This design comes from an exercise in tuning for small area on the open sky130 flow, not from production work. In this exercise RTL edits were held to simulation tests only and were not proved equivalent to the original. No run shown here takes its clock network from TritonCTS; it comes from the design's own scripts or RTL. The flow treats the clock pin as an ideal source. Dropping or thinning the clock tree relies on that and would not hold on a real chip. Power figures rest on the tool's default switching activity, not on a simulated workload.

## flow/design.v (module list and top-level ports; edited modules follow where they fit)
// module clk_slow: 44 lines
// module distortion: 762 lines
// module trem: 391 lines
// module pedal: 43 lines
module pedal (
    input  logic        clk,
    input  logic        rst,
    input  logic [31:0] x,
    input  logic [1:0]  en,
    input  logic [3:0]  dist_options,
    input  logic [3:0]  trem_options,
    output logic [31:0] y
);
  // ...
==> flow/flow/run.sh <==
#!/bin/bash
# The standard layout with these changes, none to the synthesis:
#  - the port buffers are the smallest buffer cell (buf_1);
#  - between synthesis and floorplan, flow/fixinv2.py picks the polarity of
#    each full adder so that the netlist needs the fewest inverters, and sets
#    each logic cell to the smallest drive of its kind (placement-time repair
#    sizes up what needs it); the logic function and registers are unchanged;
#  - the clock tree is built by flow/mycts.tcl (run as the CTS step's PRE hook):
#    the clock port drives four clkbuf_16, each at the centre of a cluster of
#    flip-flops (k-means with equal-sized clusters), so every flip-flop is one
#    buffer from the port.
# Each tool's output goes to a log here.
set -euo pipefail
HERE=$(pwd)
ARGS=("BUFFER_PORTS_ARGS=-buffer_cell sky130_fd_sc_hd__buf_1"
      "PRE_CTS_TCL=$HERE/flow/mycts.tcl")
R=orfs/results/sky130hd/pedal/base
bash standard.sh "${ARGS[@]}" synth > synth.log 2>&1
cp $R/1_2_yosys.v 1_2_yosys.synth.v
python3 flow/fixinv2.py 1_2_yosys.synth.v $R/1_2_yosys.v --downsize > fixinv.log 2>&1
rm -f $R/1_synth.odb
bash standard.sh "${ARGS[@]}" finish > standard.log 2>&1
==> flow/flow/fixinv2.py <==
#!/usr/bin/env python3
"""Chooses the polarity of every full adder in a gate-level netlist written by
yosys (write_verilog -noattr) so that the fewest inverters are needed.

A full adder with all three inputs inverted gives both outputs inverted, so
each adder may work on the true or the inverted signals. The netlist's
inverters are first folded into polarity marks on the pins they feed; then a
local search picks each adder's polarity; then one inverter is added for each
signal that some pin needs inverted. The logic function is unchanged. Signals
that touch a port or an assign are left as they are.

usage: fixinv2.py IN.v OUT.v"""
import re, sys, random

INV = {"sky130_fd_sc_hd__inv_1", "sky130_fd_sc_hd__inv_2", "sky130_fd_sc_hd__inv_4",
       "sky130_fd_sc_hd__inv_6", "sky130_fd_sc_hd__inv_8",
       "sky130_fd_sc_hd__clkinv_1", "sky130_fd_sc_hd__clkinv_2", "sky130_fd_sc_hd__clkinv_4"}
FA = {"sky130_fd_sc_hd__fa_1", "sky130_fd_sc_hd__fa_2", "sky130_fd_sc_hd__fa_4"}
OUTPINS = {"X", "Y", "Q", "Q_N", "SUM", "COUT"}

text = open(sys.argv[1]).read()
m = re.search(r'^module\s+(\S+)\s*\((.*?)\);', text, re.S | re.M)
head_end = m.end()
endm = text.rindex("endmodule")
body = text[head_end:endm]
inst_re = re.compile(r'^\s*(sky130_fd_sc_hd__\w+)\s+(\S+)\s*\((.*?)\);\s*$', re.S | re.M)
insts = []
for mm in inst_re.finditer(body):
    conns = {}
    for p, n in re.findall(r'\.(\w+)\(([^()]*)\)', mm.group(3)):
        conns[p] = n.strip()
    insts.append({"type": mm.group(1), "name": mm.group(2), "conns": conns})
decl = inst_re.sub("", body)
ports = set()
for kind in ("input", "output", "inout"):
    for mm in re.finditer(r'^\s*%s\s+(?:\[[^\]]*\]\s*)?(.*?);' % kind, decl, re.M):
        for n in mm.group(1).split(","):
            ports.add(n.strip())
assign_nets = set()
for l, r in re.findall(r'^\s*assign\s+(.*?)\s*=\s*(.*?);', decl, re.M):
    for tok in re.findall(r'(\\\S+|[A-Za-z_][\w$.]*)', l + " " + r):
        assign_nets.add(tok)
def base(n):
    return re.sub(r'\s*\[\d+\]$', '', n).strip()
def protected(n):
    return base(n) in ports or base(n) in assign_nets or base(n + " ") in assign_nets or "'" in n

drv = {}
for i in insts:
    for p, n in i["conns"].items():
        if p in OUTPINS:
            drv[n] = (i, p)
def is_inv(i):
    return i["type"] in INV

# fold inverter chains: net -> (root net, parity)
memo = {}
def root(n):
    if n in memo:
        return memo[n]
    d = drv.get(n)
    if d and is_inv(d[0]) and not protected(n):
        r, par = root(d[0]["conns"]["A"])
        memo[n] = (r, par ^ 1)
    else:
        memo[n] = (n, 0)
    return memo[n]

# every signal: consumers (inst, pin, parity needed relative to root)
cons = {}
for i in insts:
    if is_inv(i) and not protected(i["conns"]["Y"]):
        continue
    for p, n in i["conns"].items():
        if p in OUTPINS:
            continue
        r, par = root(n)
        cons.setdefault(r, []).append((i, p, par))
# frozen signals: any protected net in the fold (root protected, or inverter chain via protected)
frozen = set()
for n, (r, par) in list(memo.items()):
    if protected(n) or protected(r):
        frozen.add(r)
for r in cons:
    if protected(r):
        frozen.add(r)

fas = [i for i in insts if i["type"] in FA]
for idx, f in enumerate(fas):
    f["id"] = idx
fixed_fa = set()
for f in fas:
    for p, n in f["conns"].items():
        r = root(n)[0] if p not in OUTPINS else n
        if r in frozen:
            fixed_fa.add(f["id"])
# the signals each adder touches
sig_of = {f["id"]: set() for f in fas}
for r, lst in cons.items():
    for (i, p, par) in lst:
        if i["type"] in FA:
            sig_of[i["id"]].add(r)
src_fa = {}
for f in fas:
    for p in ("SUM", "COUT"):
        src_fa[f["conns"][p]] = f["id"]
        sig_of[f["id"]].add(f["conns"][p])

x = [0] * len(fas)
def cost(r):
    if r in frozen:
        return 0
    sp = x[src_fa[r]] if r in src_fa else 0
    for (i, p, par) in cons.get(r, []):
        need = par ^ (x[i["id"]] if i["type"] in FA else 0)
        if need != sp:
            return 1
    return 0
def total():
    return sum(cost(r) for r in set(cons) | set(src_fa))
best_x, best = list(x), total()
random.seed(1)
for restart in range(30):
    if restart:
        x = [random.randint(0, 1) if j not in fixed_fa else 0 for j in range(len(fas))]
    improved = True
    while improved:
        improved = False
        for j in range(len(fas)):
            if j in fixed_fa:
                continue
            sigs = sig_of[j]
            before = sum(cost(r) for r in sigs)
            x[j] ^= 1
            after = sum(cost(r) for r in sigs)
            if after < before:
                improved = True
            else:
                x[j] ^= 1
    t = total()
    if t < best:
        best, best_x = t, list(x)
x = best_x
init_x = [0] * len(fas)

# rebuild: one inverter per signal that some pin needs inverted
newcnt = [0]
wires = []
out_insts = []
inv_of = {}
def inverted(r, sp):
    # net carrying ~(polarity sp of r)
    key = r
    if key not in inv_of:
        newcnt[0] += 1
        y = "_pol_n%d_" % newcnt[0]
        wires.append(y)
        out_insts.append({"type": "sky130_fd_sc_hd__inv_1", "name": "_pol_i%d_" % newcnt[0],
                          "conns": {"A": r, "Y": y}})
        inv_of[key] = y
    return inv_of[key]
nflip = 0
for i in insts:
    if is_inv(i) and not protected(i["conns"]["Y"]):
        r, par = root(i["conns"]["Y"])
        if r in frozen:
            out_insts.append(i)
        continue
    c = dict(i["conns"])
    if i["type"] in FA and x[i["id"]]:
        nflip += 1
    for p, n in i["conns"].items():
        if p in OUTPINS:
            continue
        r, par = root(n)
        if r in frozen:
            continue
        sp = x[src_fa[r]] if r in src_fa else 0
        need = par ^ (x[i["id"]] if i["type"] in FA else 0)
        c[p] = r if need == sp else inverted(r, sp)
    i2 = dict(i); i2["conns"] = c
    out_insts.append(i2)
# optional: every logic cell to the smallest cell of its family (same pins);
# placement-time repair sizes up what timing, slew or load needs
ndown = 0
if "--downsize" in sys.argv:
    LIB = "/OpenROAD-flow-scripts/flow/platforms/sky130hd/lib/sky130_fd_sc_hd__tt_025C_1v80.lib"
    import os
    if "FLOW_HOME" in os.environ:
        LIB = os.path.join(os.environ["FLOW_HOME"], "platforms/sky130hd/lib/sky130_fd_sc_hd__tt_025C_1v80.lib")
    area = {}
    cur = None
    for line in open(LIB):
        mm = re.match(r'\s*cell\s*\(\s*"?(\w+)"?\s*\)', line)
        if mm:
            cur = mm.group(1)
        mm = re.match(r'\s*area\s*:\s*([\d.]+)', line)
        if mm and cur:
            area[cur] = float(mm.group(1)); cur = None
    fam = {}
    for c in area:
        mm = re.match(r'(sky130_fd_sc_hd__[a-z0-9]+?)_(\d+)$', c)
        if mm and "lpflow" not in c and "probe" not in c:
            fam.setdefault(mm.group(1), []).append((area[c], c))
    for i in out_insts:
        mm = re.match(r'(sky130_fd_sc_hd__[a-z0-9]+?)_(\d+)$', i["type"])
        if not mm or "buf" in i["type"] or i["type"].startswith("sky130_fd_sc_hd__df") \
                or "clk" in i["type"] or "dly" in i["type"]:
            continue
        best = min(fam[mm.group(1)])[1]
        if best != i["type"]:
            i["type"] = best
            ndown += 1
print("fixinv2: %d cells downsized" % ndown)
out = [text[:head_end], decl.rstrip("\n") + "\n"]
for w in wires:
    out.append("  wire %s;\n" % w)
fmt = lambda n: n + " " if n.startswith("\\") else n
for i in out_insts:
    out.append("  %s %s (\n%s\n  );\n" % (i["type"], i["name"],
               ",\n".join("    .%s(%s)" % (p, fmt(n)) for p, n in i["conns"].items())))
out.append(text[endm:])
open(sys.argv[2], "w").write("".join(out))
old = sum(1 for i in insts if is_inv(i))
new = sum(1 for i in out_insts if is_inv(i))
print("fixinv2: inverters %d -> %d, adders flipped %d of %d" % (old, new, nflip, len(fas)))
==> flow/flow/mycts.tcl <==
# PRE_CTS hook: a clock tree built by hand. The clock port drives NBUF
# clock buffers (clkbuf_16), each placed at the centre of a cluster of flip-flops (k-means
# on their places, at most ceil(sinks/NBUF) per cluster) and driving that
# cluster's clock pins; all flip-flops are
# one buffer from the port. TritonCTS is then skipped.
set nbuf 4
if { [info exists ::env(MYCTS_NBUF)] } { set nbuf $::env(MYCTS_NBUF) }
set block [ord::get_db_block]
set clknet [$block findNet clk]
set sinks {}
set xs {}
set ys {}
foreach it [$clknet getITerms] {
  set inst [$it getInst]
  set bb [$inst getBBox]
  lappend sinks $it
  lappend xs [expr {([$bb xMin] + [$bb xMax]) / 2.0}]
  lappend ys [expr {([$bb yMin] + [$bb yMax]) / 2.0}]
}
set n [llength $sinks]
puts "mycts: $n clock sinks, $nbuf buffers"
# k-means, seeded by sorting on x then y
set order [lsort -indices -real $xs]
set cx {}
set cy {}
for {set k 0} {$k < $nbuf} {incr k} {
  set i [lindex $order [expr {int(($k + 0.5) * $n / $nbuf)}]]
  lappend cx [lindex $xs $i]
  lappend cy [lindex $ys $i]
}
set assign [lrepeat $n 0]
# capacity-limited k-means: each cluster takes at most cap sinks, nearest first
set cap [expr {($n + $nbuf - 1) / $nbuf}]
for {set iter 0} {$iter < 50} {incr iter} {
  set pairs {}
  for {set i 0} {$i < $n} {incr i} {
    for {set k 0} {$k < $nbuf} {incr k} {
      set d [expr {abs([lindex $xs $i] - [lindex $cx $k]) + abs([lindex $ys $i] - [lindex $cy $k])}]
      lappend pairs [list $d $i $k]
    }
  }
  set pairs [lsort -real -index 0 $pairs]
  set done [lrepeat $n 0]
  set cnt [lrepeat $nbuf 0]
  foreach p $pairs {
    lassign $p d i k
    if {[lindex $done $i] || [lindex $cnt $k] >= $cap} { continue }
    lset assign $i $k
    lset done $i 1
    lset cnt $k [expr {[lindex $cnt $k] + 1}]
  }
  for {set k 0} {$k < $nbuf} {incr k} {
    set sx 0.0; set sy 0.0; set c 0
    for {set i 0} {$i < $n} {incr i} {
      if {[lindex $assign $i] == $k} { set sx [expr {$sx + [lindex $xs $i]}]; set sy [expr {$sy + [lindex $ys $i]}]; incr c }
    }
    if {$c > 0} { lset cx $k [expr {$sx / $c}]; lset cy $k [expr {$sy / $c}] }
  }
}
set cell sky130_fd_sc_hd__clkbuf_16
if { [info exists ::env(MYCTS_CELL)] } { set cell $::env(MYCTS_CELL) }
set master [[ord::get_db] findMaster $cell]
for {set k 0} {$k < $nbuf} {incr k} {
  set inst [odb::dbInst_create $block $master "clkbuf_m$k"]
  $inst setLocation [expr {int([lindex $cx $k])}] [expr {int([lindex $cy $k])}]
  $inst setPlacementStatus PLACED
  set net [odb::dbNet_create $block "clknet_m$k"]
  $net setSigType CLOCK
  [$inst findITerm A] connect $clknet
  [$inst findITerm X] connect $net
  set c 0
  for {set i 0} {$i < $n} {incr i} {
    if {[lindex $assign $i] == $k} {
      set it [lindex $sinks $i]
      $it disconnect
      $it connect $net
      incr c
    }
  }
  puts "mycts: clkbuf_m$k drives $c sinks"
}
$clknet setSigType CLOCK
set_propagated_clock [all_clocks]
rename clock_tree_synthesis orig_clock_tree_synthesis
proc clock_tree_synthesis { args } {
  puts "mycts: clock tree built by hand, TritonCTS skipped"
}
==> flow/standard.sh <==
#!/bin/bash
# synth_recipe.tcl (not shown) runs the flow's synth.tcl, then flattens the netlist and writes it again
# the make line also repeats each setting of config.mk as NAME=value (left out here)
make -C /OpenROAD-flow-scripts/flow DESIGN_CONFIG=/design/flow/config.mk WORK_HOME=/design/flow/orfs CLKGATE_MAP_FILE= SYNTH_SCRIPT=/design/flow/synth_recipe.tcl "${@:-finish}"
==> flow/config.mk <==
export PLATFORM = sky130hd
export DESIGN_NAME = pedal
export DESIGN_NICKNAME = pedal
export VERILOG_FILES = /design/flow/design.v
export SDC_FILE = /design/flow/constraint.sdc
export NUM_CORES = 4
export LEC_CHECK = 0
export ABC_AREA = 1
export CAP_MARGIN = 0
export CORE_MARGIN = 2
export CORE_UTILIZATION = 60
export CTS_BUF_LIST = sky130_fd_sc_hd__clkbuf_8
export CTS_CLUSTER_SIZE = 30
export SLEW_MARGIN = 0
==> flow/constraint.sdc <==
create_clock -name core_clock -period 10.0 [get_ports {clk}]
set_input_delay 2.0000 -clock core_clock [delete_from_list [all_inputs] [get_ports {clk}]]
set_output_delay 2.0000 -clock core_clock [all_outputs]
set_load 0.01 [all_outputs]
==> summary.txt, run 1 <==
================================================================================
M3 GR Usage                                                                2.53%
Slew at the pin with the worst max-slew slack                           0.984 ns
Final antenna diode count                                                      0
Floorplan core area                                                   14,600 µm²
Kind of critical path                                               input port to flop
Fill cell instance count of the final layout                               1,294
GR Overflow Total                                                              0
Number of instances on the worst hold path                                     2
Antenna-violating nets left                                                    0
Tightest Hold Check Type                                            flop to flop
Run status                                                          finished clean
Power attributed to the clock group                                       189 µW
Number of antenna violations at the first check in global routing              0
Capture point of the worst reg-to-reg path                          u_trem.p_lo[11]$_SDFFE_PP0P_
Row Count                                                                     44
Area of combinational cells with multiple inputs                        5840 µm²
Die outline width                                                         127 µm
Buffers on Ports                                                              75
Num sequential                                                               114
Most frequent cells in the layout                                   nor2_1 (253), nand2_1 (246), inv_1 (188), dfxtp_1 (114), o21ai_0 (88)
Setup WS pre-CTS                                                        0.983 ns
P_sw                                                                      281 µW
Ys Warns                                                                       3
Total of endpoints with negative setup slack in the final report               0
Gate power share                                                           24.0%
Req. time, crit path                                                    10.07 ns
Max-cap check violation count                                                  0
Inserted tap cell count                                                      184
Layout multi-input combinational cell count                                  967
Register share of the cell area                                            23.9%
Met2 Routed Length                                                     12,500 µm
Maximum fanout count along the critical path                                   5
================================================================================
==> run 2: changes to the inputs <==
--- a/flow/design.v
+++ b/flow/design.v
@@ -48,415 +48,421 @@
     input  logic clk_48,
     input  logic rst,
     input  logic [3:0] options,
     input  logic en
 );
 logic [31:0] nxt;
 logic [5:0] step;
 logic ge70, ge50;
-logic da_33, da_34, da_35, da_36, da_37, da_38, da_39, da_40, da_41, da_42, da_43, da_44, da_45, da_46, da_47, da_48, da_49, da_50, da_51, da_52, da_53, da_54, da_55, da_56, da_57, da_58, da_59, da_60, da_61, da_62, da_63, da_64, da_65, da_66, da_67, da_68, da_69, da_70, da_71, da_72, da_73, da_74, da_75, da_76, da_77, da_78, da_79, da_80, da_81, da_82, da_83, da_84, da_85, da_86, da_87, da_88, da_89, da_90, da_91, da_92, da_93, da_94, da_95, da_96, da_97, da_98, da_99, da_100, da_101, da_102, da_103, da_104, da_105, da_106, da_107, da_108, da_109, da_110, da_111, da_112, da_113, da_114, da_115, da_116, da_117, da_118, da_119, da_120, da_121, da_122, da_123, da_124, da_125, da_126, da_127, da_128, da_129, da_130, da_131, da_132, da_133, da_134, da_135, da_136, da_137, da_138, da_139, da_140, da_141, da_142, da_143, da_144, da_145, da_146, da_147, da_148, da_149, da_150, da_151, da_152, da_153, da_154, da_155, da_156, da_157, da_158, da_159, da_160, da_161, da_162, da_163, da_164, da_165, da_166, da_167, da_168, da_169, da_170, da_171, da_172, da_173, da_174, da_175, da_176, da_177, da_178, da_179, da_180, da_181, da_182, da_183, da_184, da_185, da_186, da_187, da_188, da_189, da_190, da_191, da_192, da_193, da_194, da_195, da_196, da_197, da_198, da_199, da_200, da_201, da_202, da_203, da_204, da_205, da_206, da_207, da_208, da_209, da_210, da_211, da_212, da_213, da_214, da_215, da_216, da_217, da_218, da_219, da_220, da_221, da_222, da_223, da_224, da_225, da_227, da_228, da_229, da_230, da_231, da_232, da_233, da_234, da_236, da_237, da_238, da_239, da_240, da_241, da_242, da_243, da_244, da_245, da_246, da_247, da_248, da_249, da_250, da_251, da_252, da_253, da_254, da_255, da_256, da_257, da_258, da_259, da_260, da_261, da_262, da_263, da_264, da_265, da_266, da_267, da_268, da_269, da_270, da_271, da_272, da_273, da_274, da_275, da_276, da_277, da_278, da_279, da_280, da_281, da_282, da_283, da_284, da_285, da_286, da_287, da_288, da_290, da_291, da_292, da_293, da_294, da_295, da_296, da_297, da_298, da_299, da_300, da_301, da_302, da_303, da_304, da_305, da_306, da_307, da_308, da_309, da_310, da_311, da_312, da_313, da_314, da_315, da_316, da_317, da_318, da_319, da_320, da_321, da_322, da_323, da_324, da_325, da_326, da_327, da_328, da_329, da_330, da_331, da_332, da_333, da_334, da_335, da_336, da_337, da_338, da_339, da_340, da_341, da_342, da_343, da_344, da_345, da_346, da_347, da_348, da_349, da_350, da_351, da_352, da_353, da_354, da_355, da_356, da_357, da_358, da_359, da_360, da_361, da_362, da_363, da_364, da_365, da_366, da_367, da_368, da_369, da_370, da_371, da_372, da_374, da_375, da_376, da_377, da_378, da_379, da_380, da_381, da_382, da_383, da_384, da_385, da_386, da_387, da_388, da_389, da_390, da_391, da_392, da_393, da_394, da_395, da_396, da_397, da_398, da_399, da_400, da_401, da_402, da_403, da_405, da_406, da_407, da_408, da_409, da_410, da_411, da_412, da_413, da_414, da_415, da_416, da_417, da_418, da_419, da_420, da_421, da_423, da_424, da_425, da_427, da_428, da_429;
-assign da_33 = x[18] & ~x[23];
-assign da_34 = ~x[18] & x[23];
+logic da_33, da_34, da_35, da_36, da_37, da_38, da_39, da_40, da_41, da_42, da_43, da_44, da_45, da_46, da_47, da_48, da_49, da_50, da_51, da_52, da_53, da_54, da_55, da_56, da_57, da_58, da_59, da_60, da_61, da_62, da_63, da_64, da_65, da_66, da_67, da_68, da_69, da_70, da_71, da_72, da_73, da_74, da_75, da_76, da_77, da_78, da_79, da_80, da_81, da_82, da_83, da_84, da_85, da_86, da_87, da_88, da_89, da_90, da_91, da_92, da_93, da_94, da_95, da_96, da_97, da_98, da_99, da_100, da_101, da_102, da_103, da_104, da_105, da_106, da_107, da_108, da_109, da_110, da_111, da_112, da_113, da_114, da_115, da_116, da_117, da_118, da_119, da_120, da_121, da_122, da_123, da_124, da_125, da_126, da_127, da_128, da_129, da_130, da_131, da_132, da_133, da_134, da_135, da_136, da_137, da_138, da_139, da_140, da_141, da_142, da_143, da_144, da_145, da_147, da_148, da_149, da_150, da_151, da_152, da_153, da_154, da_155, da_156, da_157, da_158, da_159, da_160, da_161, da_162, da_163, da_164, da_165, da_166, da_167, da_168, da_169, da_170, da_171, da_172, da_173, da_174, da_175, da_176, da_177, da_178, da_179, da_180, da_181, da_182, da_183, da_184, da_185, da_186, da_187, da_188, da_189, da_190, da_191, da_192, da_193, da_194, da_195, da_196, da_197, da_198, da_199, da_200, da_201, da_202, da_203, da_204, da_205, da_206, da_207, da_208, da_209, da_210, da_211, da_212, da_213, da_214, da_215, da_216, da_217, da_218, da_219, da_220, da_221, da_222, da_223, da_224, da_225, da_226, da_227, da_228, da_229, da_230, da_231, da_232, da_233, da_234, da_235, da_236, da_237, da_238, da_239, da_240, da_241, da_242, da_243, da_244, da_245, da_246, da_247, da_248, da_249, da_250, da_251, da_252, da_253, da_254, da_255, da_256, da_257, da_258, da_259, da_260, da_261, da_262, da_263, da_264, da_265, da_266, da_267, da_268, da_269, da_270, da_271, da_272, da_273, da_274, da_275, da_276, da_277, da_278, da_279, da_280, da_281, da_282, da_283, da_284, da_285, da_286, da_287, da_288, da_289, da_290, da_291, da_292, da_293, da_294, da_295, da_296, da_297, da_299, da_300, da_301, da_302, da_303, da_304, da_305, da_306, da_307, da_308, da_309, da_310, da_311, da_312, da_313, da_314, da_315, da_316, da_317, da_318, da_319, da_320, da_321, da_322, da_323, da_324, da_325, da_326, da_327, da_328, da_329, da_330, da_331, da_332, da_333, da_334, da_335, da_336, da_337, da_338, da_339, da_340, da_341, da_342, da_343, da_344, da_345, da_346, da_347, da_348, da_349, da_350, da_351, da_352, da_353, da_354, da_355, da_356, da_357, da_358, da_359, da_360, da_361, da_362, da_363, da_364, da_365, da_366, da_367, da_368, da_369, da_370, da_371, da_372, da_373, da_374, da_375, da_376, da_377, da_378, da_379, da_380, da_381, da_382, da_384, da_385, da_386, da_387, da_388, da_389, da_390, da_391, da_392, da_393, da_394, da_395, da_396, da_397, da_398, da_399, da_400, da_401, da_402, da_403, da_404, da_405, da_406, da_407, da_409, da_410, da_411, da_412, da_413, da_414, da_415, da_416, da_417, da_418, da_419, da_420, da_421, da_422, da_423, da_424, da_425, da_427, da_428, da_429, da_431, da_432, da_433, da_434;
+assign da_33 = ~x[18] & ~x[23];
+assign da_34 = x[18] & x[23];
 assign da_35 = ~da_33 & ~da_34;
 assign da_36 = ~x[19] & ~x[20];
 assign da_37 = ~x[21] & ~x[22];
 assign da_38 = ~x[23] & da_37;
 assign da_39 = da_36 & da_38;
 assign da_40 = x[19] & x[20];
 assign da_41 = x[21] & x[22];
 assign da_42 = x[23] & da_41;
 assign da_43 = da_40 & da_42;
 assign da_44 = ~da_39 & ~da_43;
-assign da_45 = da_35 & ~da_44;
-assign da_46 = ~x[11] & ~x[23];
-assign da_47 = x[11] & x[23];
+assign da_45 = ~da_35 & ~da_44;
+assign da_46 = ~x[15] & ~x[23];
+assign da_47 = x[15] & x[23];
 assign da_48 = ~da_46 & ~da_47;
-assign da_49 = ~x[8] & ~x[23];
-assign da_50 = x[8] & x[23];
+assign da_49 = ~x[13] & ~x[23];
+assign da_50 = x[13] & x[23];
 assign da_51 = ~da_49 & ~da_50;
-assign da_52 = x[9] & ~x[23];
-assign da_53 = ~x[9] & x[23];
+assign da_52 = ~x[14] & ~x[23];
+assign da_53 = x[14] & x[23];
 assign da_54 = ~da_52 & ~da_53;
-assign da_55 = ~x[10] & ~x[23];
-assign da_56 = x[10] & x[23];
-assign da_57 = ~da_55 & ~da_56;
-assign da_58 = ~da_54 & da_57;
-assign da_59 = ~x[7] & ~x[23];
-assign da_60 = x[7] & x[23];
+assign da_55 = ~da_51 & ~da_54;
+assign da_56 = ~x[12] & ~x[23];
+assign da_57 = x[12] & x[23];
+assign da_58 = ~da_56 & ~da_57;
+assign da_59 = ~x[11] & ~x[23];
+assign da_60 = x[11] & x[23];
 assign da_61 = ~da_59 & ~da_60;
-assign da_62 = ~x[6] & ~x[23];
-assign da_63 = x[6] & x[23];
+assign da_62 = x[10] & ~x[23];
+assign da_63 = ~x[10] & x[23];
 assign da_64 = ~da_62 & ~da_63;
-assign da_65 = da_61 & da_64;
-assign da_66 = ~x[0] & ~x[1];
-assign da_67 = ~x[2] & da_66;
+assign da_65 = ~da_61 & da_64;
+assign da_66 = ~x[1] & ~x[2];
+assign da_67 = ~x[0] & da_66;
 assign da_68 = ~x[3] & x[23];
 assign da_69 = da_67 & da_68;
 assign da_70 = ~x[4] & da_69;
-assign da_71 = ~x[5] & ~x[23];
-assign da_72 = x[5] & x[23];
-assign da_73 = ~da_71 & ~da_72;
-assign da_74 = ~da_70 & ~da_73;
-assign da_75 = da_61 & ~da_74;
-assign da_76 = ~da_65 & ~da_75;
-assign da_77 = da_58 & ~da_76;
-assign da_78 = da_51 & da_77;
-assign da_79 = ~da_48 & ~da_78;
-assign da_80 = ~x[15] & ~x[23];
-assign da_81 = x[15] & x[23];
+assign da_71 = ~x[6] & da_70;
+assign da_72 = ~x[6] & ~x[23];
+assign da_73 = x[6] & x[23];
+assign da_74 = ~da_72 & ~da_73;
+assign da_75 = x[5] & ~x[23];
+assign da_76 = ~x[5] & x[23];
+assign da_77 = ~da_75 & ~da_76;
+assign da_78 = da_74 & ~da_77;
+assign da_79 = ~da_71 & ~da_78;
+assign da_80 = x[9] & ~x[23];
+assign da_81 = ~x[9] & x[23];
 assign da_82 = ~da_80 & ~da_81;
-assign da_83 = ~x[16] & ~x[23];
-assign da_84 = x[16] & x[23];
+assign da_83 = ~x[8] & ~x[23];
+assign da_84 = x[8] & x[23];
 assign da_85 = ~da_83 & ~da_84;
-assign da_86 = da_82 & da_85;
-assign da_87 = ~x[13] & ~x[23];
-assign da_88 = x[13] & x[23];
-assign da_89 = ~da_87 & ~da_88;
-assign da_90 = ~x[14] & ~x[23];
-assign da_91 = x[14] & x[23];
-assign da_92 = ~da_90 & ~da_91;
-assign da_93 = da_89 & da_92;
-assign da_94 = ~x[12] & ~x[23];
-assign da_95 = x[12] & x[23];
-assign da_96 = ~da_94 & ~da_95;
-assign da_97 = ~x[17] & ~x[23];
-assign da_98 = x[17] & x[23];
-assign da_99 = ~da_97 & ~da_98;
-assign da_100 = da_96 & da_99;
-assign da_101 = da_93 & da_100;
-assign da_102 = da_86 & da_101;
-assign da_103 = ~da_79 & da_102;
-assign da_104 = da_45 & ~da_103;
-assign da_105 = da_48 & da_96;
-assign da_106 = da_57 & da_105;
-assign da_107 = ~x[5] & da_70;
-assign da_108 = ~da_61 & ~da_64;
-assign da_109 = ~da_107 & da_108;
-assign da_110 = da_106 & ~da_109;
-assign da_111 = ~da_89 & ~da_92;
-assign da_112 = ~da_51 & da_54;
-assign da_113 = da_106 & ~da_112;
-assign da_114 = da_111 & ~da_113;
-assign da_115 = ~da_110 & da_114;
-assign da_116 = da_82 & ~da_115;
-assign da_117 = ~da_61 & ~da_73;
-assign da_118 = ~x[4] & ~x[23];
-assign da_119 = x[4] & x[23];
-assign da_120 = ~da_118 & ~da_119;
-assign da_121 = ~da_69 & ~da_120;
-assign da_122 = ~da_61 & da_121;
-assign da_123 = ~da_117 & ~da_122;
-assign da_124 = da_51 & ~da_108;
-assign da_125 = da_96 & da_124;
-assign da_126 = da_123 & da_125;
-assign da_127 = da_58 & da_126;
-assign da_128 = da_51 & ~da_54;
-assign da_129 = da_61 & da_128;
-assign da_130 = ~x[3] & ~x[23];
-assign da_131 = x[3] & x[23];
-assign da_132 = ~da_67 & da_131;
-assign da_133 = ~da_130 & ~da_132;
-assign da_134 = ~da_120 & ~da_133;
-assign da_135 = ~da_73 & da_134;
-assign da_136 = ~da_64 & da_135;
-assign da_137 = da_129 & ~da_136;
-assign da_138 = ~da_57 & ~da_137;
-assign da_139 = da_96 & ~da_138;
-assign da_140 = da_73 & ~da_134;
-assign da_141 = da_64 & da_75;
-assign da_142 = da_128 & da_141;
-assign da_143 = da_140 & da_142;
-assign da_144 = ~da_48 & ~da_57;
-assign da_145 = da_65 & ~da_135;
-assign da_146 = x[2] & ~da_66;
-assign da_147 = da_131 & da_146;
-assign da_148 = x[0] & x[1];
-assign da_149 = da_147 & da_148;
-assign da_150 = ~x[2] & da_130;
-assign da_151 = ~x[1] & da_150;
-assign da_152 = da_73 & da_120;
-assign da_153 = ~da_151 & da_152;
-assign da_154 = ~da_149 & da_153;
-assign da_155 = da_108 & ~da_154;
-assign da_156 = da_54 & ~da_57;
-assign da_157 = ~da_51 & da_156;
-assign da_158 = ~da_155 & da_157;
-assign da_159 = ~da_145 & da_158;
-assign da_160 = da_144 & ~da_159;
-assign da_161 = ~da_143 & da_160;
-assign da_162 = da_120 & da_133;
-assign da_163 = ~da_64 & ~da_162;
-assign da_164 = ~da_64 & ~da_73;
-assign da_165 = da_61 & ~da_164;
-assign da_166 = ~da_163 & da_165;
-assign da_167 = da_128 & da_166;
-assign da_168 = ~da_57 & ~da_167;
-assign da_169 = da_48 & ~da_168;
-assign da_170 = ~da_96 & ~da_169;
-assign da_171 = ~da_161 & da_170;
-assign da_172 = ~da_139 & ~da_171;
-assign da_173 = ~da_127 & ~da_172;
-assign da_174 = da_117 & ~da_162;
-assign da_175 = da_105 & da_128;
-assign da_176 = ~da_108 & da_175;
-assign da_177 = ~da_174 & da_176;
-assign da_178 = ~da_173 & ~da_177;
-assign da_179 = ~da_82 & da_111;
-assign da_180 = da_110 & da_128;
-assign da_181 = da_179 & ~da_180;
-assign da_182 = ~da_178 & da_181;
-assign da_183 = ~da_89 & ~da_96;
-assign da_184 = ~da_61 & da_74;
-assign da_185 = ~da_51 & ~da_64;
-assign da_186 = da_184 & da_185;
-assign da_187 = da_48 & da_58;
-assign da_188 = ~da_186 & da_187;
-assign da_189 = da_183 & ~da_188;
-assign da_190 = da_92 & ~da_189;
-assign da_191 = ~da_64 & ~da_140;
-assign da_192 = ~da_57 & ~da_61;
-assign da_193 = da_191 & da_192;
-assign da_194 = da_57 & da_128;
-assign da_195 = ~da_73 & da_121;
-assign da_196 = da_108 & da_195;
-assign da_197 = da_194 & ~da_196;
-assign da_198 = ~da_48 & ~da_96;
-assign da_199 = ~da_96 & da_144;
-assign da_200 = ~da_128 & da_199;
-assign da_201 = da_89 & ~da_200;
-assign da_202 = da_198 & da_201;
-assign da_203 = ~da_197 & da_202;
-assign da_204 = ~da_193 & da_203;
-assign da_205 = ~da_190 & ~da_204;
-assign da_206 = ~da_182 & da_205;
-assign da_207 = ~da_48 & da_54;
-assign da_208 = ~da_64 & ~da_123;
-assign da_209 = da_207 & da_208;
-assign da_210 = da_89 & da_96;
-assign da_211 = da_57 & ~da_112;
-assign da_212 = ~da_48 & ~da_211;
-assign da_213 = da_210 & ~da_212;
-assign da_214 = ~da_209 & da_213;
-assign da_215 = ~da_206 & ~da_214;
-assign da_216 = ~da_116 & ~da_215;
-assign da_217 = da_45 & ~da_99;
-assign da_218 = ~da_85 & da_217;
-assign da_219 = da_64 & da_128;
-assign da_220 = ~da_195 & da_219;
-assign da_221 = da_144 & da_183;
-assign da_222 = ~da_129 & da_221;
-assign da_223 = ~da_220 & da_222;
-assign da_224 = da_82 & da_92;
-assign da_225 = ~da_223 & da_224;
-assign ge50 = ~da_218 | da_225;
-assign da_227 = ~da_216 & ~ge50;
-assign da_228 = ~da_57 & da_207;
-assign da_229 = da_179 & da_228;
-assign da_230 = ~da_96 & da_111;
-assign da_231 = ~da_82 & da_230;
-assign da_232 = ~da_229 & ~da_231;
-assign da_233 = ~da_126 & ~da_232;
-assign da_234 = da_85 & ~da_233;
-assign ge70 = ~da_217 | da_234;
-assign da_236 = da_121 & da_164;
-assign da_237 = da_57 & da_61;
-assign da_238 = da_175 & da_237;
-assign da_239 = ~da_236 & da_238;
-assign da_240 = ~da_89 & ~da_239;
-assign da_241 = da_92 & ~da_240;
-assign da_242 = ~da_82 & ~da_241;
-assign da_243 = ~da_194 & da_198;
-assign da_244 = da_58 & ~da_208;
-assign da_245 = da_243 & ~da_244;
-assign da_246 = da_82 & da_93;
-assign da_247 = ~da_217 & da_246;
-assign da_248 = ~da_245 & da_247;
-assign da_249 = ~da_242 & ~da_248;
-assign da_250 = ge70 & ~da_249;
-assign da_251 = ~da_64 & ~da_107;
-assign da_252 = da_237 & ~da_251;
-assign da_253 = da_212 & ~da_252;
-assign da_254 = da_96 & ~da_253;
-assign da_255 = ~da_89 & ~da_254;
-assign da_256 = da_86 & da_92;
-assign da_257 = ~da_255 & da_256;
-assign da_258 = da_217 & ~da_257;
-assign da_259 = ~da_82 & ~da_85;
-assign da_260 = da_99 & ~da_259;
-assign da_261 = ~x[6] & da_107;
-assign da_262 = ~x[7] & da_261;
-assign da_263 = ~da_51 & ~da_57;
-assign da_264 = da_207 & da_263;
-assign da_265 = ~da_262 & da_264;
-assign da_266 = da_101 & ~da_265;
-assign da_267 = ~da_260 & ~da_266;
-assign da_268 = ~da_258 & da_267;
-assign da_269 = ~da_250 & ~da_268;
-assign da_270 = ~da_227 & da_269;
-assign da_271 = ~da_108 & ~da_184;
-assign da_272 = da_175 & da_271;
-assign da_273 = ~da_82 & ~da_106;
-assign da_274 = ~da_272 & da_273;
-assign da_275 = da_85 & da_99;
-assign da_276 = ~da_82 & ~da_92;
-assign da_277 = da_275 & ~da_276;
-assign da_278 = ~da_274 & da_277;
-assign da_279 = ~da_270 & ~da_278;
-assign da_280 = da_104 & ~da_279;
-assign da_281 = da_111 & da_144;
-assign da_282 = ~da_142 & da_281;
-assign da_283 = da_82 & ~da_230;
-assign da_284 = ~da_282 & da_283;
-assign da_285 = ~da_44 & ~da_99;
-assign da_286 = ~da_85 & da_285;
-assign da_287 = ~da_284 & da_286;
-assign da_288 = ~da_45 & ~da_287;
-assign step[0] = ~da_280 & ~da_288;
-assign da_290 = da_54 & da_109;
-assign da_291 = da_48 & da_211;
-assign da_292 = ~da_290 & da_291;
-assign da_293 = da_231 & ~da_292;
-assign da_294 = da_275 & ~da_293;
-assign da_295 = ~da_61 & ~da_261;
-assign da_296 = da_157 & da_295;
-assign da_297 = da_48 & da_210;
-assign da_298 = ~da_296 & da_297;
-assign da_299 = da_217 & da_276;
-assign da_300 = ~da_298 & da_299;
-assign da_301 = ~da_218 & ~da_300;
-assign da_302 = ~da_92 & ~da_210;
-assign da_303 = da_48 & da_89;
-assign da_304 = da_194 & da_303;
-assign da_305 = da_145 & da_304;
-assign da_306 = da_302 & ~da_305;
-assign da_307 = da_82 & ~da_306;
-assign da_308 = ~da_147 & ~da_150;
-assign da_309 = ~da_61 & ~da_120;
-assign da_310 = ~da_308 & da_309;
-assign da_311 = ~da_108 & ~da_117;
-assign da_312 = ~da_310 & da_311;
-assign da_313 = da_157 & ~da_312;
-assign da_314 = da_220 & da_237;
-assign da_315 = da_198 & ~da_314;
-assign da_316 = ~da_313 & da_315;
-assign da_317 = da_68 & ~da_146;
-assign da_318 = x[2] & x[3];
-assign da_319 = ~x[23] & da_318;
-assign da_320 = ~da_317 & ~da_319;
-assign da_321 = da_120 & ~da_320;
-assign da_322 = da_51 & da_73;
-assign da_323 = da_64 & da_322;
-assign da_324 = da_321 & da_323;
-assign da_325 = da_51 & da_61;
-assign da_326 = da_207 & ~da_325;
-assign da_327 = ~da_324 & da_326;
-assign da_328 = da_96 & ~da_144;
-assign da_329 = ~da_327 & da_328;
-assign da_330 = ~da_316 & ~da_329;
-assign da_331 = da_117 & ~da_120;
-assign da_332 = da_320 & da_331;
-assign da_333 = da_124 & ~da_332;
-assign da_334 = da_54 & ~da_333;
-assign da_335 = da_106 & ~da_334;
-assign da_336 = da_179 & ~da_335;
-assign da_337 = ~da_330 & da_336;
-assign da_338 = ~da_73 & da_108;
-assign da_339 = ~da_321 & da_338;
-assign da_340 = da_51 & ~da_339;
-assign da_341 = ~da_96 & da_207;
-assign da_342 = ~da_340 & da_341;
-assign da_343 = da_89 & ~da_199;
-assign da_344 = ~da_342 & da_343;
-assign da_345 = ~da_85 & da_276;
-assign da_346 = da_217 & da_345;
-assign da_347 = ~da_344 & da_346;
-assign da_348 = ~da_337 & da_347;
-assign da_349 = ~da_191 & da_325;
-assign da_350 = da_156 & da_198;
-assign da_351 = ~da_349 & da_350;
-assign da_352 = da_93 & ~da_351;
-assign da_353 = ~da_82 & ~da_352;
-assign da_354 = ~da_348 & da_353;
-assign da_355 = ~da_307 & ~da_354;
-assign da_356 = ~da_301 & ~da_355;
-assign da_357 = ~da_54 & da_89;
-assign da_358 = da_141 & da_357;
-assign da_359 = ~da_201 & da_345;
-assign da_360 = ~da_358 & da_359;
-assign da_361 = da_99 & ~da_360;
-assign da_362 = ~da_356 & ~da_361;
-assign da_363 = ~da_294 & ~da_362;
-assign da_364 = da_45 & ~da_363;
-assign da_365 = ~da_112 & da_252;
-assign da_366 = ~da_58 & ~da_89;
-assign da_367 = da_198 & da_259;
-assign da_368 = da_366 & da_367;
-assign da_369 = ~da_365 & da_368;
-assign da_370 = ~da_345 & ~da_369;
-assign da_371 = ~da_35 & da_285;
-assign da_372 = ~da_370 & da_371;
-assign step[1] = ~da_364 & ~da_372;
-assign da_374 = da_51 & da_312;
-assign da_375 = da_156 & ~da_374;
-assign da_376 = da_105 & ~da_375;
-assign da_377 = da_120 & da_308;
-assign da_378 = da_322 & da_377;
-assign da_379 = da_65 & da_378;
-assign da_380 = da_350 & ~da_379;
-assign da_381 = da_111 & ~da_380;
-assign da_382 = ~da_376 & da_381;
-assign da_383 = ~da_162 & da_164;
-assign da_384 = da_61 & ~da_383;
-assign da_385 = da_263 & ~da_384;
-assign da_386 = da_48 & ~da_156;
-assign da_387 = da_210 & da_386;
-assign da_388 = ~da_385 & da_387;
-assign da_389 = da_346 & ~da_388;
-assign da_390 = ~da_382 & da_389;
-assign da_391 = da_263 & ~da_271;
-assign da_392 = da_246 & da_386;
-assign da_393 = ~da_391 & da_392;
-assign da_394 = da_96 & da_246;
-assign da_395 = da_218 & ~da_394;
-assign da_396 = ~da_393 & da_395;
-assign da_397 = ~da_390 & da_396;
-assign da_398 = da_157 & da_196;
-assign da_399 = da_105 & ~da_398;
-assign da_400 = ~da_85 & da_111;
-assign da_401 = ~da_399 & da_400;
-assign da_402 = da_260 & ~da_401;
-assign da_403 = da_45 & ~da_402;
-assign step[2] = da_397 | ~da_403;
-assign da_405 = da_157 & ~da_166;
-assign da_406 = da_48 & ~da_405;
-assign da_407 = da_230 & ~da_406;
-assign da_408 = da_82 & ~da_407;
-assign da_409 = da_164 & ~da_377;
-assign da_410 = da_325 & ~da_409;
-assign da_411 = da_229 & ~da_410;
-assign da_412 = da_218 & ~da_231;
-assign da_413 = ~da_411 & da_412;
-assign da_414 = ~da_408 & da_413;
-assign da_415 = da_156 & da_295;
-assign da_416 = ~da_157 & da_303;
+assign da_86 = ~x[7] & ~x[23];
+assign da_87 = x[7] & x[23];
+assign da_88 = ~da_86 & ~da_87;
+assign da_89 = da_85 & da_88;
+assign da_90 = ~da_82 & da_89;
+assign da_91 = ~da_79 & da_90;
+assign da_92 = da_65 & ~da_91;
+assign da_93 = da_58 & ~da_92;
+assign da_94 = da_55 & ~da_93;
+assign da_95 = da_48 & ~da_94;
+assign da_96 = ~x[16] & ~x[23];
+assign da_97 = x[16] & x[23];
+assign da_98 = ~da_96 & ~da_97;
+assign da_99 = ~x[17] & ~x[23];
+assign da_100 = x[17] & x[23];
+assign da_101 = ~da_99 & ~da_100;
+assign da_102 = ~da_44 & ~da_101;
+assign da_103 = ~da_98 & da_102;
+assign da_104 = ~da_95 & da_103;
+assign da_105 = ~da_45 & ~da_104;
+assign da_106 = ~da_74 & da_77;
+assign da_107 = ~da_70 & da_106;
+assign da_108 = ~da_64 & ~da_82;
+assign da_109 = da_88 & da_108;
+assign da_110 = ~da_107 & da_109;
+assign da_111 = da_85 & da_110;
+assign da_112 = ~da_61 & ~da_111;
+assign da_113 = da_51 & da_54;
+assign da_114 = da_58 & da_113;
+assign da_115 = da_98 & da_101;
+assign da_116 = da_48 & da_115;
+assign da_117 = da_114 & da_116;
+assign da_118 = ~da_112 & da_117;
+assign da_119 = da_45 & ~da_118;
+assign da_120 = ~x[5] & da_71;
+assign da_121 = ~x[7] & da_120;
+assign da_122 = da_64 & ~da_85;
+assign da_123 = ~da_61 & da_82;
+assign da_124 = da_122 & da_123;
+assign da_125 = ~da_121 & da_124;
+assign da_126 = da_114 & ~da_125;
+assign da_127 = ~da_48 & ~da_126;
+assign da_128 = da_101 & ~da_127;
+assign da_129 = ~da_35 & da_102;
+assign da_130 = ~da_98 & da_129;
+assign da_131 = da_48 & da_54;
+assign da_132 = ~da_82 & da_85;
+assign da_133 = ~x[4] & x[23];
+assign da_134 = x[4] & ~x[23];
+assign da_135 = ~da_133 & ~da_134;
+assign da_136 = ~da_69 & da_135;
+assign da_137 = da_74 & ~da_136;
+assign da_138 = ~da_78 & ~da_137;
+assign da_139 = ~da_88 & da_138;
+assign da_140 = da_132 & ~da_139;
+assign da_141 = ~da_51 & ~da_58;
+assign da_142 = ~da_61 & da_141;
+assign da_143 = da_64 & da_142;
+assign da_144 = ~da_140 & da_143;
+assign da_145 = da_131 & ~da_144;
+assign ge50 = ~da_130 | da_145;
+assign da_147 = da_82 & ~da_85;
+assign da_148 = ~x[5] & da_70;
+assign da_149 = ~da_74 & ~da_148;
+assign da_150 = ~da_88 & da_149;
+assign da_151 = da_147 & da_150;
+assign da_152 = da_58 & da_61;
+assign da_153 = ~da_64 & da_152;
+assign da_154 = ~da_151 & da_153;
+assign da_155 = da_55 & ~da_154;
+assign da_156 = da_48 & ~da_155;
+assign da_157 = ~da_85 & ~da_88;
+assign da_158 = da_107 & da_157;
+assign da_159 = da_61 & da_108;
+assign da_160 = ~da_158 & da_159;
+assign da_161 = da_141 & ~da_160;
+assign da_162 = da_54 & ~da_161;
+assign da_163 = ~x[3] & ~x[23];
+assign da_164 = x[3] & ~da_67;
+assign da_165 = x[4] & da_164;
+assign da_166 = ~da_163 & ~da_165;
+assign da_167 = ~da_134 & ~da_166;
+assign da_168 = ~da_77 & ~da_167;
+assign da_169 = ~da_74 & ~da_168;
+assign da_170 = da_51 & ~da_169;
+assign da_171 = ~da_74 & ~da_88;
+assign da_172 = da_133 & ~da_164;
+assign da_173 = x[3] & da_134;
+assign da_174 = ~da_172 & ~da_173;
+assign da_175 = da_77 & ~da_88;
+assign da_176 = da_174 & da_175;
+assign da_177 = ~da_171 & ~da_176;
+assign da_178 = ~da_170 & ~da_177;
+assign da_179 = da_132 & ~da_178;
+assign da_180 = da_64 & ~da_179;
+assign da_181 = da_85 & da_108;
+assign da_182 = ~da_150 & da_181;
+assign da_183 = da_152 & ~da_182;
+assign da_184 = ~da_51 & ~da_183;
+assign da_185 = ~da_180 & ~da_184;
+assign da_186 = da_77 & da_167;
+assign da_187 = ~da_74 & da_186;
+assign da_188 = da_90 & ~da_187;
+assign da_189 = da_65 & ~da_188;
+assign da_190 = da_58 & ~da_189;
+assign da_191 = da_74 & da_88;
+assign da_192 = ~da_186 & da_191;
+assign da_193 = x[3] & x[23];
+assign da_194 = x[0] & x[1];
+assign da_195 = x[2] & da_194;
+assign da_196 = da_193 & da_195;
+assign da_197 = da_66 & da_163;
+assign da_198 = ~da_77 & ~da_135;
+assign da_199 = ~da_197 & da_198;
+assign da_200 = ~da_196 & da_199;
+assign da_201 = da_171 & ~da_200;
+assign da_202 = da_82 & da_122;
+assign da_203 = ~da_201 & da_202;
+assign da_204 = ~da_192 & da_203;
+assign da_205 = da_91 & da_168;
+assign da_206 = da_65 & ~da_205;
+assign da_207 = ~da_204 & da_206;
+assign da_208 = da_88 & ~da_174;
+assign da_209 = ~da_77 & da_208;
+assign da_210 = ~da_191 & ~da_209;
+assign da_211 = da_61 & da_132;
+assign da_212 = ~da_210 & da_211;
+assign da_213 = da_61 & ~da_64;
+assign da_214 = da_141 & ~da_213;
+assign da_215 = ~da_212 & da_214;
+assign da_216 = ~da_207 & da_215;
+assign da_217 = ~da_190 & ~da_216;
+assign da_218 = ~da_77 & da_85;
+assign da_219 = da_137 & da_218;
+assign da_220 = ~da_89 & ~da_219;
+assign da_221 = da_58 & ~da_220;
+assign da_222 = da_108 & da_221;
+assign da_223 = ~da_152 & ~da_222;
+assign da_224 = ~da_217 & da_223;
+assign da_225 = ~da_185 & ~da_224;
+assign da_226 = ~da_58 & ~da_61;
+assign da_227 = da_106 & da_136;
+assign da_228 = ~da_88 & da_227;
+assign da_229 = da_181 & ~da_228;
+assign da_230 = da_226 & ~da_229;
+assign da_231 = da_51 & ~da_230;
+assign da_232 = ~da_48 & ~da_54;
+assign da_233 = ~da_98 & da_232;
+assign da_234 = da_129 & da_233;
+assign da_235 = da_88 & ~da_106;
+assign da_236 = da_122 & ~da_235;
+assign da_237 = ~da_208 & da_236;
+assign da_238 = da_64 & da_82;
+assign da_239 = da_51 & da_58;
+assign da_240 = da_61 & da_239;
+assign da_241 = ~da_238 & da_240;
+assign da_242 = ~da_237 & da_241;
+assign da_243 = da_234 & ~da_242;
+assign da_244 = ~da_231 & da_243;
+assign da_245 = ~da_225 & da_244;
+assign da_246 = ~da_162 & ~da_245;
+assign da_247 = ~da_77 & ~da_136;
+assign da_248 = da_171 & ~da_247;
+assign da_249 = da_123 & da_248;
+assign da_250 = ~da_61 & da_147;
+assign da_251 = ~da_65 & ~da_250;
+assign da_252 = da_114 & da_251;
+assign da_253 = ~da_249 & da_252;
+assign da_254 = ~da_246 & ~da_253;
+assign da_255 = ~da_156 & ~da_254;
+assign da_256 = ~ge50 & ~da_255;
+assign da_257 = da_64 & da_123;
+assign da_258 = da_58 & ~da_257;
+assign da_259 = ~da_51 & da_232;
+assign da_260 = ~da_258 & da_259;
+assign da_261 = ~da_221 & da_260;
+assign da_262 = da_98 & ~da_261;
+assign da_263 = da_89 & da_108;
+assign da_264 = da_152 & da_263;
+assign da_265 = ~da_227 & da_264;
+assign da_266 = ~da_51 & ~da_265;
+assign da_267 = da_54 & ~da_266;
+assign da_268 = ~da_48 & ~da_267;
+assign da_269 = da_262 & da_268;
+assign da_270 = ~da_64 & ~da_149;
+assign da_271 = da_88 & da_270;
+assign da_272 = ~da_51 & ~da_251;
+assign da_273 = ~da_271 & da_272;
+assign da_274 = da_98 & da_131;
+assign da_275 = ~da_141 & da_274;
+assign da_276 = ~da_273 & da_275;
+assign da_277 = da_129 & ~da_276;
+assign da_278 = ~da_269 & da_277;
+assign da_279 = ~da_256 & da_278;
+assign da_280 = ~da_128 & ~da_279;
+assign da_281 = ~da_181 & da_226;
+assign da_282 = da_108 & ~da_248;
+assign da_283 = da_281 & ~da_282;
+assign da_284 = da_48 & da_113;
+assign da_285 = da_101 & da_284;
+assign da_286 = ~da_283 & da_285;
+assign da_287 = ~da_280 & ~da_286;
+assign da_288 = da_79 & ~da_88;
+assign da_289 = ~da_82 & ~da_288;
+assign da_290 = da_85 & da_152;
+assign da_291 = da_289 & da_290;
+assign da_292 = ~da_51 & ~da_153;
+assign da_293 = ~da_291 & da_292;
+assign da_294 = da_115 & ~da_232;
+assign da_295 = ~da_293 & da_294;
+assign da_296 = ~da_287 & ~da_295;
+assign da_297 = da_119 & ~da_296;
+assign step[0] = ~da_105 & ~da_297;
+assign da_299 = da_89 & da_270;
+assign da_300 = ~da_108 & da_142;
+assign da_301 = ~da_299 & da_300;
+assign da_302 = da_54 & ~da_301;
+assign da_303 = ~da_48 & da_103;
+assign da_304 = ~da_302 & da_303;
+assign da_305 = ~da_45 & ~da_304;
+assign da_306 = da_85 & ~da_171;
+assign da_307 = ~da_163 & ~da_193;
+assign da_308 = ~x[0] & ~x[1];
+assign da_309 = x[23] & ~da_308;
+assign da_310 = x[2] & ~da_309;
+assign da_311 = ~x[2] & x[23];
+assign da_312 = ~da_310 & ~da_311;
+assign da_313 = da_307 & ~da_312;
+assign da_314 = da_139 & ~da_313;
+assign da_315 = da_306 & ~da_314;
+assign da_316 = da_82 & ~da_315;
+assign da_317 = da_213 & ~da_316;
+assign da_318 = da_85 & ~da_135;
+assign da_319 = da_313 & da_318;
+assign da_320 = da_78 & da_319;
+assign da_321 = ~da_89 & da_123;
+assign da_322 = ~da_320 & da_321;
+assign da_323 = da_58 & ~da_65;
+assign da_324 = ~da_322 & da_323;
+assign da_325 = ~da_317 & da_324;
+assign da_326 = ~da_307 & da_312;
+assign da_327 = da_135 & da_326;
+assign da_328 = da_78 & ~da_327;
+assign da_329 = ~da_88 & ~da_328;
+assign da_330 = da_202 & da_329;
+assign da_331 = ~da_138 & da_263;
+assign da_332 = da_142 & ~da_331;
+assign da_333 = ~da_330 & da_332;
+assign da_334 = da_82 & ~da_218;
+assign da_335 = da_226 & da_334;
+assign da_336 = ~da_306 & da_335;
+assign da_337 = ~da_319 & da_336;
+assign da_338 = da_64 & da_226;
+assign da_339 = da_51 & ~da_338;
+assign da_340 = ~da_337 & da_339;
+assign da_341 = da_234 & ~da_340;
+assign da_342 = ~da_333 & da_341;
+assign da_343 = ~da_325 & da_342;
+assign da_344 = da_89 & ~da_169;
+assign da_345 = da_226 & da_238;
+assign da_346 = ~da_344 & da_345;
+assign da_347 = ~da_48 & da_113;
+assign da_348 = ~da_346 & da_347;
+assign da_349 = da_51 & da_61;
+assign da_350 = da_181 & da_349;
+assign da_351 = da_192 & da_350;
+assign da_352 = ~da_54 & ~da_239;
+assign da_353 = da_48 & da_352;
+assign da_354 = ~da_351 & da_353;
+assign da_355 = da_103 & ~da_354;
+assign da_356 = ~da_348 & da_355;
+assign da_357 = ~da_343 & da_356;
+assign da_358 = ~da_82 & da_88;
+assign da_359 = ~da_79 & da_358;
+assign da_360 = ~da_58 & ~da_132;
+assign da_361 = da_65 & da_360;
+assign da_362 = ~da_359 & da_361;
+assign da_363 = da_51 & ~da_362;
+assign da_364 = da_233 & ~da_363;
+assign da_365 = da_101 & ~da_364;
+assign da_366 = ~da_88 & da_238;
+assign da_367 = ~da_120 & da_366;
+assign da_368 = ~da_85 & da_367;
+assign da_369 = da_240 & ~da_368;
+assign da_370 = ~da_103 & da_232;
+assign da_371 = da_129 & da_370;
+assign da_372 = ~da_369 & da_371;
+assign da_373 = ~da_365 & ~da_372;
+assign da_374 = ~da_357 & da_373;
+assign da_375 = da_85 & ~da_150;
+assign da_376 = da_82 & ~da_375;
+assign da_377 = da_213 & ~da_376;
+assign da_378 = da_141 & da_232;
+assign da_379 = ~da_377 & da_378;
+assign da_380 = da_115 & ~da_379;
+assign da_381 = ~da_35 & ~da_380;
+assign da_382 = ~da_374 & da_381;
+assign step[1] = da_305 | da_382;
+assign da_384 = da_290 & ~da_329;
+assign da_385 = ~da_135 & ~da_326;
+assign da_386 = da_218 & da_385;
+assign da_387 = da_191 & da_386;
+assign da_388 = da_345 & ~da_387;
+assign da_389 = da_152 & ~da_238;
+assign da_390 = ~da_51 & ~da_389;
+assign da_391 = ~da_388 & da_390;
+assign da_392 = ~da_384 & da_391;
+assign da_393 = da_243 & ~da_392;
+assign da_394 = da_64 & da_360;
+assign da_395 = ~da_289 & da_394;
+assign da_396 = ~da_226 & da_284;
+assign da_397 = ~da_395 & da_396;
+assign da_398 = da_130 & ~da_397;
+assign da_399 = ~da_393 & da_398;
+assign da_400 = da_202 & da_228;
+assign da_401 = da_152 & ~da_400;
+assign da_402 = da_55 & ~da_98;
+assign da_403 = ~da_401 & da_402;
+assign da_404 = ~da_48 & ~da_98;
+assign da_405 = da_101 & ~da_404;
+assign da_406 = ~da_403 & da_405;
+assign da_407 = da_45 & ~da_406;
+assign step[2] = da_399 | ~da_407;
+assign da_409 = da_55 & ~da_58;
+assign da_410 = da_202 & da_409;
+assign da_411 = da_210 & da_410;
+assign da_412 = da_55 & da_226;
+assign da_413 = da_48 & ~da_412;
+assign da_414 = ~da_411 & da_413;
+assign da_415 = da_106 & ~da_385;
+assign da_416 = da_58 & da_89;
 assign da_417 = ~da_415 & da_416;
-assign da_418 = da_302 & ~da_417;
-assign da_419 = da_82 & da_275;
-assign da_420 = ~da_418 & da_419;
-assign da_421 = da_104 & ~da_420;
-assign step[3] = da_414 | ~da_421;
-assign da_423 = ~da_124 & da_350;
-assign da_424 = ~da_378 & da_423;
-assign da_425 = da_89 & ~da_424;
-assign step[4] = ~da_346 | da_425;
-assign da_427 = da_111 & da_243;
-assign da_428 = ~da_77 & da_427;
-assign da_429 = da_86 & ~da_428;
-assign step[5] = ~da_258 | da_429;
+assign da_418 = da_260 & ~da_417;
+assign da_419 = da_130 & ~da_418;
+assign da_420 = ~da_414 & da_419;
+assign da_421 = ~da_202 & da_349;
+assign da_422 = ~da_367 & da_421;
+assign da_423 = da_352 & ~da_422;
+assign da_424 = da_116 & ~da_423;
+assign da_425 = da_119 & ~da_424;
+assign step[3] = da_420 | ~da_425;
+assign da_427 = ~da_306 & da_345;
+assign da_428 = ~da_386 & da_427;
+assign da_429 = da_51 & ~da_428;
+assign step[4] = ~da_234 | da_429;
+assign da_431 = da_55 & da_281;
+assign da_432 = ~da_110 & da_431;
+assign da_433 = da_48 & da_98;
+assign da_434 = ~da_432 & da_433;
+assign step[5] = ~da_277 | da_434;
+assign ge70 = ~da_129 | da_262;
 logic db_78, db_79, db_80, db_81, db_82, db_83, db_84, db_85, db_86, db_87, db_88, db_89, db_90, db_93, db_94, db_95, db_96, db_97, db_98, db_99, db_100, db_101, db_103, db_104, db_105, db_106, db_107, db_108, db_109, db_110, db_111, db_112, db_113, db_114, db_115, db_116, db_117, db_118, db_119, db_120, db_121, db_122, db_123, db_124, db_125, db_126, db_127, db_128, db_129, db_130, db_132, db_133, db_134, db_135, db_136, db_137, db_138, db_139, db_140, db_141, db_142, db_143, db_144, db_145, db_146, db_147, db_148, db_149, db_150, db_151, db_152, db_153, db_154, db_155, db_156, db_157, db_158, db_159, db_160, db_161, db_162, db_163, db_164, db_165, db_166, db_167, db_169, db_170, db_171, db_172, db_173, db_174, db_175, db_176, db_177, db_178, db_179, db_180, db_181, db_182, db_183, db_184, db_185, db_186, db_187, db_188, db_189, db_190, db_191, db_192, db_193, db_194, db_195, db_196, db_197, db_198, db_199, db_200, db_201, db_202, db_203, db_205, db_206, db_207, db_208, db_209, db_210, db_211, db_212, db_213, db_214, db_215, db_216, db_217, db_218, db_219, db_221, db_222, db_223, db_224, db_225, db_226, db_227, db_228, db_229, db_230, db_231, db_232, db_233, db_234, db_235, db_236, db_237, db_238, db_239, db_240, db_241, db_242, db_243, db_244, db_245, db_246, db_247, db_248, db_249, db_250, db_251, db_252, db_253, db_254, db_255, db_256, db_257, db_258, db_259, db_260, db_261, db_262, db_263, db_264, db_265, db_266, db_267, db_269, db_270, db_271, db_272, db_273, db_275, db_276, db_277, db_278, db_279, db_280, db_281, db_282, db_283, db_284, db_285, db_286, db_287, db_288, db_289, db_290, db_291, db_292, db_293, db_295, db_296, db_297, db_298, db_300, db_301, db_302, db_303, db_304, db_306, db_307, db_308, db_309, db_310, db_311, db_312, db_313, db_314, db_315, db_316, db_317, db_318, db_319, db_320, db_321, db_322, db_323, db_325, db_326, db_327, db_328, db_329, db_330, db_331, db_332, db_333, db_334, db_335, db_336, db_337, db_338, db_339, db_340, db_341, db_343, db_344, db_345, db_346, db_347, db_348, db_349, db_350, db_351, db_352, db_353, db_354, db_355, db_356, db_357, db_358, db_359, db_360, db_361, db_363, db_364, db_365, db_366, db_367, db_368, db_369, db_370, db_371, db_372, db_373, db_374, db_375, db_377, db_378, db_379, db_380, db_381, db_382, db_384, db_385, db_386, db_387, db_388, db_389, db_390, db_392, db_393, db_394, db_395, db_396, db_398, db_399, db_401, db_403, db_405, db_407, db_409, db_411, db_413, db_415, db_417, db_419, db_421;
 assign db_78 = ~options[2] & ~options[3];
 assign db_79 = ge50 & db_78;
 assign db_80 = ge70 & ~options[1];
 assign db_81 = ~db_79 & ~db_80;
 assign db_82 = ~options[1] & db_78;
 assign db_83 = options[2] & options[3];
 assign db_84 = en & ~options[0];
==> flow/config.mk (replaced) <==
export PLATFORM = sky130hd
export DESIGN_NAME = pedal
export DESIGN_NICKNAME = pedal
export VERILOG_FILES = /design/flow/design.v
export SDC_FILE = /design/flow/constraint.sdc
export NUM_CORES = 4
export LEC_CHECK = 0
export ABC_AREA = 1
export CAP_MARGIN = 0
export CORE_MARGIN = 2
export CORE_UTILIZATION = 70
export SLEW_MARGIN = 0
==> summary.txt, run 2 <==
==================================================================================
Run status                                                            finished clean   unchanged
Post-Route Skew                                                          0.0193 ns   was 0.00872 ns
RSZ-0062 raised after global routing                                            no   unchanged
Total of endpoints with negative setup slack in the final report                 0   unchanged
Final Cycle Share                                                            89.5%   was 89.1%
RD Place Congestion                                                           1.04   was 1.03
Internal power                                                              610 µW   about the same
Peak supply drop                                                         0.0767 mV   was 0.0892 mV
Post-detailed-placement half-perimeter wirelength                        20,400 µm   was 21,000 µm
Row Count                                                                       41   was 44
Setup slack of the most critical reg-to-reg path                           2.70 ns   was 2.66 ns
Cell Count Post-Placement                                                    1,495   was 1,540
Number of antenna violations at the first check in global routing                0   unchanged
Y dimension of the die                                                      117 µm   was 127 µm
Number of instances in the synthesized netlist                               1,271   was 1,307
Post-detailed-route wirelength per cell                                    17.5 µm   was 17.3 µm
Tightest Hold Check Type                                              flop to flop   unchanged
Kind of critical path                                                 input port to flop   unchanged
Maximum operating frequency                                                112 MHz   about the same
Slew at the pin with the worst max-slew slack                             0.849 ns   was 0.984 ns
Count of unresolved DRC violations after routing                                 0   unchanged
Area of all sequential standard cells                                     2280 µm²   unchanged
Max-cap check violation count                                                    0   unchanged
Post-CTS Repair Setup Buffers                                                    0   unchanged
Signed area change from the synthesized netlist to the final layout          5.71%   was 5.63%
Fraction of final layout cells with drive strength greater than 1            1.28%   was 1.18%
Final antenna diode count                                                        0   unchanged
Total Power Consumption                                                     887 µW   was 892 µW
Setup WS pre-CTS                                                          0.961 ns   was 0.983 ns
Worst path arrival time                                                    9.05 ns   was 8.97 ns
Initial drt markers                                                          1,130   was 1,048
Gate power share                                                             23.2%   was 24.0%
Critical Path End                                                     u_trem.p_lo[11]$_SDFFE_PP0P_   unchanged
Switching share of power                                                     31.2%   was 31.5%
Register clock-pin slew on the reported worst setup and hold paths         0.10 ns   about the same
Lkg Pwr                                                                 0.00454 µW   was 0.00466 µW
Area of combinational cells with multiple inputs                          5820 µm²   was 5840 µm²
Net count, final                                                             1,481   was 1,509
Final worst setup slack                                                    1.05 ns   was 1.09 ns
Worst relative slew slack                                                    43.3%   was 33.9%
Routed via count divided by cell count                                        6.08   was 5.95
Pin count of the biggest net entering global routing                            59   was 65
Min Tclk post-route                                                        8.95 ns   was 8.91 ns
Io pins                                                                         76   unchanged
Mean instance size in the synthesized netlist                             7.05 µm²   was 6.91 µm²
Number of standard cells in the final layout excluding fillers               1,499   was 1,544
Sequential cell fraction of total power                                      55.2%   was 54.8%
Netlist area before placement                                             8960 µm²   was 9030 µm²
Antenna-violating nets left                                                      0   unchanged
Maximum fanout count along the critical path                                     9   was 5
Ys Warns                                                                         3   unchanged
Die area                                                                13,700 µm²   was 16,000 µm²
Share of power burned in the clock network                                   21.6%   was 21.2%
Count of hold-fix buffers inserted at cts                                        0   unchanged
Final-layout setup total negative slack                                       0 ns   unchanged
Power density cells                                                    93.6 nW/µm²   was 93.5 nW/µm²
GR Overflow Total                                                                0   unchanged
Post-detailed-routing wire length                                        26,200 µm   was 26,800 µm
Reg-to-reg startpoint                                                 u_trem.count_int6[1]$_DFF_P_   was u_trem.count_int2[0]$_DFF_P_
Global routing usage summed across all routing layers                        38.2%   was 33.1%
Capture point of the worst reg-to-reg path                            u_trem.p_lo[11]$_SDFFE_PP0P_   unchanged
Most frequent cells in the layout                                     nor2_1 (237), nand2_1 (221), inv_1 (180), dfxtp_1 (114), o21ai_0 (101)   was nor2_1 (253), nand2_1 (246), inv_1 (188), dfxtp_1 (114), o21ai_0 (88)
Worst R2R Path Depth                                                            26   was 25
Final Hold Viols                                                                 0   unchanged
P_sw                                                                        277 µW   was 281 µW
Final Util                                                                   75.4%   was 65.4%
Number of instances resized during post-cts repair                               0   unchanged
Wire length of the first global-routing pass                             41,200 µm   was 43,400 µm
Critical path capture point type                                              flop   unchanged
Final Slew Violations                                                            0   unchanged
Vias                                                                         9,117   was 9,192
Largest regs                                                          u_distortion.y x32, u_trem.y x32, u_trem.p_lo x12   unchanged
Effective utilization at floorplan                                           71.3%   was 61.9%
Net count after synthesis                                                    1,423   was 1,454
Kind of launch point of the worst setup path                            input port   unchanged
Buffers on Ports                                                                75   unchanged
Fill cell instance count of the final layout                                   958   was 1,294
Pre-Repair DR Iteration Count                                                    6   unchanged
Number of global-route vias before repair                                    8,475   was 8,672
Worst-skew pair later-pin latency                                          0.18 ns   was 0.17 ns
Beginning of the critical path                                        trem_options[0]   was trem_options[1]
Floorplan core area                                                     12,600 µm²   was 14,600 µm²
Die outline width                                                           117 µm   was 127 µm
Req. time, crit path                                                      10.09 ns   was 10.07 ns
Commonest non-fill, non-tap cell in the layout                              nor2_1   unchanged
==================================================================================
-- run 2: changes by cell type in the layout (fill, tap and decap cells not counted), sizes merged, moves of 4 or more --
cell	change
ha	+5
a31oi	+4
inv	-8
nor3	-6
nor2	-16
o21ai	+13
nand2	-25
o211ai	-6
o2111ai	-6
a21oi	+10
nand3	-16
-- run 2: through the flow --
stage | hold WS (ns) | instance area, µm²
after floorplan | 0.394 | 8960
after global placement | 0.395 | 9380
after detailed placement | 0.401 | 9380
after CTS | 0.418 | 9480
after global routing | 0.438 | 9480
final | 0.416 | 9480
-- run 2: layout make-up --
type	instances	share of cell area, %
multi-input cells	941	61.5
flip-flops and latches	114	24.1
inverters	180	7.13
repair buffers	88	4.00
well taps	172	2.27
plain buffers	4	1.06
-- run 2: worst min-delay path by stage --
stage	start	endpoint	slack [ns]	cells after the start
detailed placement	u_distortion.y[30]$_SDFF_PP0_	u_trem.y[30]$_SDFF_PP0_	0.40	2
global placement	u_distortion.y[29]$_SDFF_PP0_	u_trem.y[29]$_SDFF_PP0_	0.39	2
CTS	u_distortion.y[30]$_SDFF_PP0_	u_trem.y[30]$_SDFF_PP0_	0.42	2
global route	u_distortion.y[28]$_SDFF_PP0_	u_trem.y[28]$_SDFF_PP0_	0.44	2
floorplan	u_distortion.y[24]$_SDFF_PP0_	u_trem.y[24]$_SDFF_PP0_	0.39	2
finish	u_distortion.y[31]$_SDFF_PP0_	u_trem.y[31]$_SDFF_PP0_	0.42	2
-- run 2: power groups by stage --
stage	Sequential (µW)	Clock, µW	Combinational (µW)
finish	489	191	206
floorplan	500	0	131
global placement	498	0	196
CTS	489	187	199
detailed placement	499	0	197
global route	492	202	227
-- run 2: critical path, stage by stage --
cell and delay, ns:
buf_1 0.11, inv_1 0.14, o22ai_1 0.10, nor2_1 0.57, nor2_1 0.14, fa_1 0.59
fa_1 0.42, inv_1 0.09, fa_1 0.17, inv_1 0.05, fa_1 0.38, fa_1 0.39
fa_1 0.41, fa_1 0.41, fa_1 0.39, fa_1 0.42, fa_1 0.41, fa_1 0.41
fa_1 0.39, fa_1 0.39, fa_1 0.50, inv_1 0.05, a21oi_1 0.11
-- run 2: layer usage --
metal  up-vias  GRT usage [%]  part of all wire [%]
li1       4213              -                     -
met1      4174           50.6                    38
met2       628           63.3                    46
met3       102           4.48                    10
met4         0           16.9                   4.8
met5         -              0                     0

## separate check: timing with driven ports
Ports are ideal in the flow. The routed layouts listed here were re-timed in OpenROAD. Step 1: set_driving_cell puts a clkbuf_16 on clk and a buf_2 on each other input, an assumption about the parent block. Step 2 times the ports against the registers' clock, not the clock port: input delays grow and output delays shrink by t, the midpoint of the rising clock arrivals with the driver on. a / b / c = ideal / step 1 / step 2; a / b = the first two.
run	shift t [ns]	setup WS [ns]
run 1	0.255	1.091 / 1.156 / 0.902
run 2	0.255	1.049 / 1.116 / 0.861
After both steps every run listed still meets setup and hold.
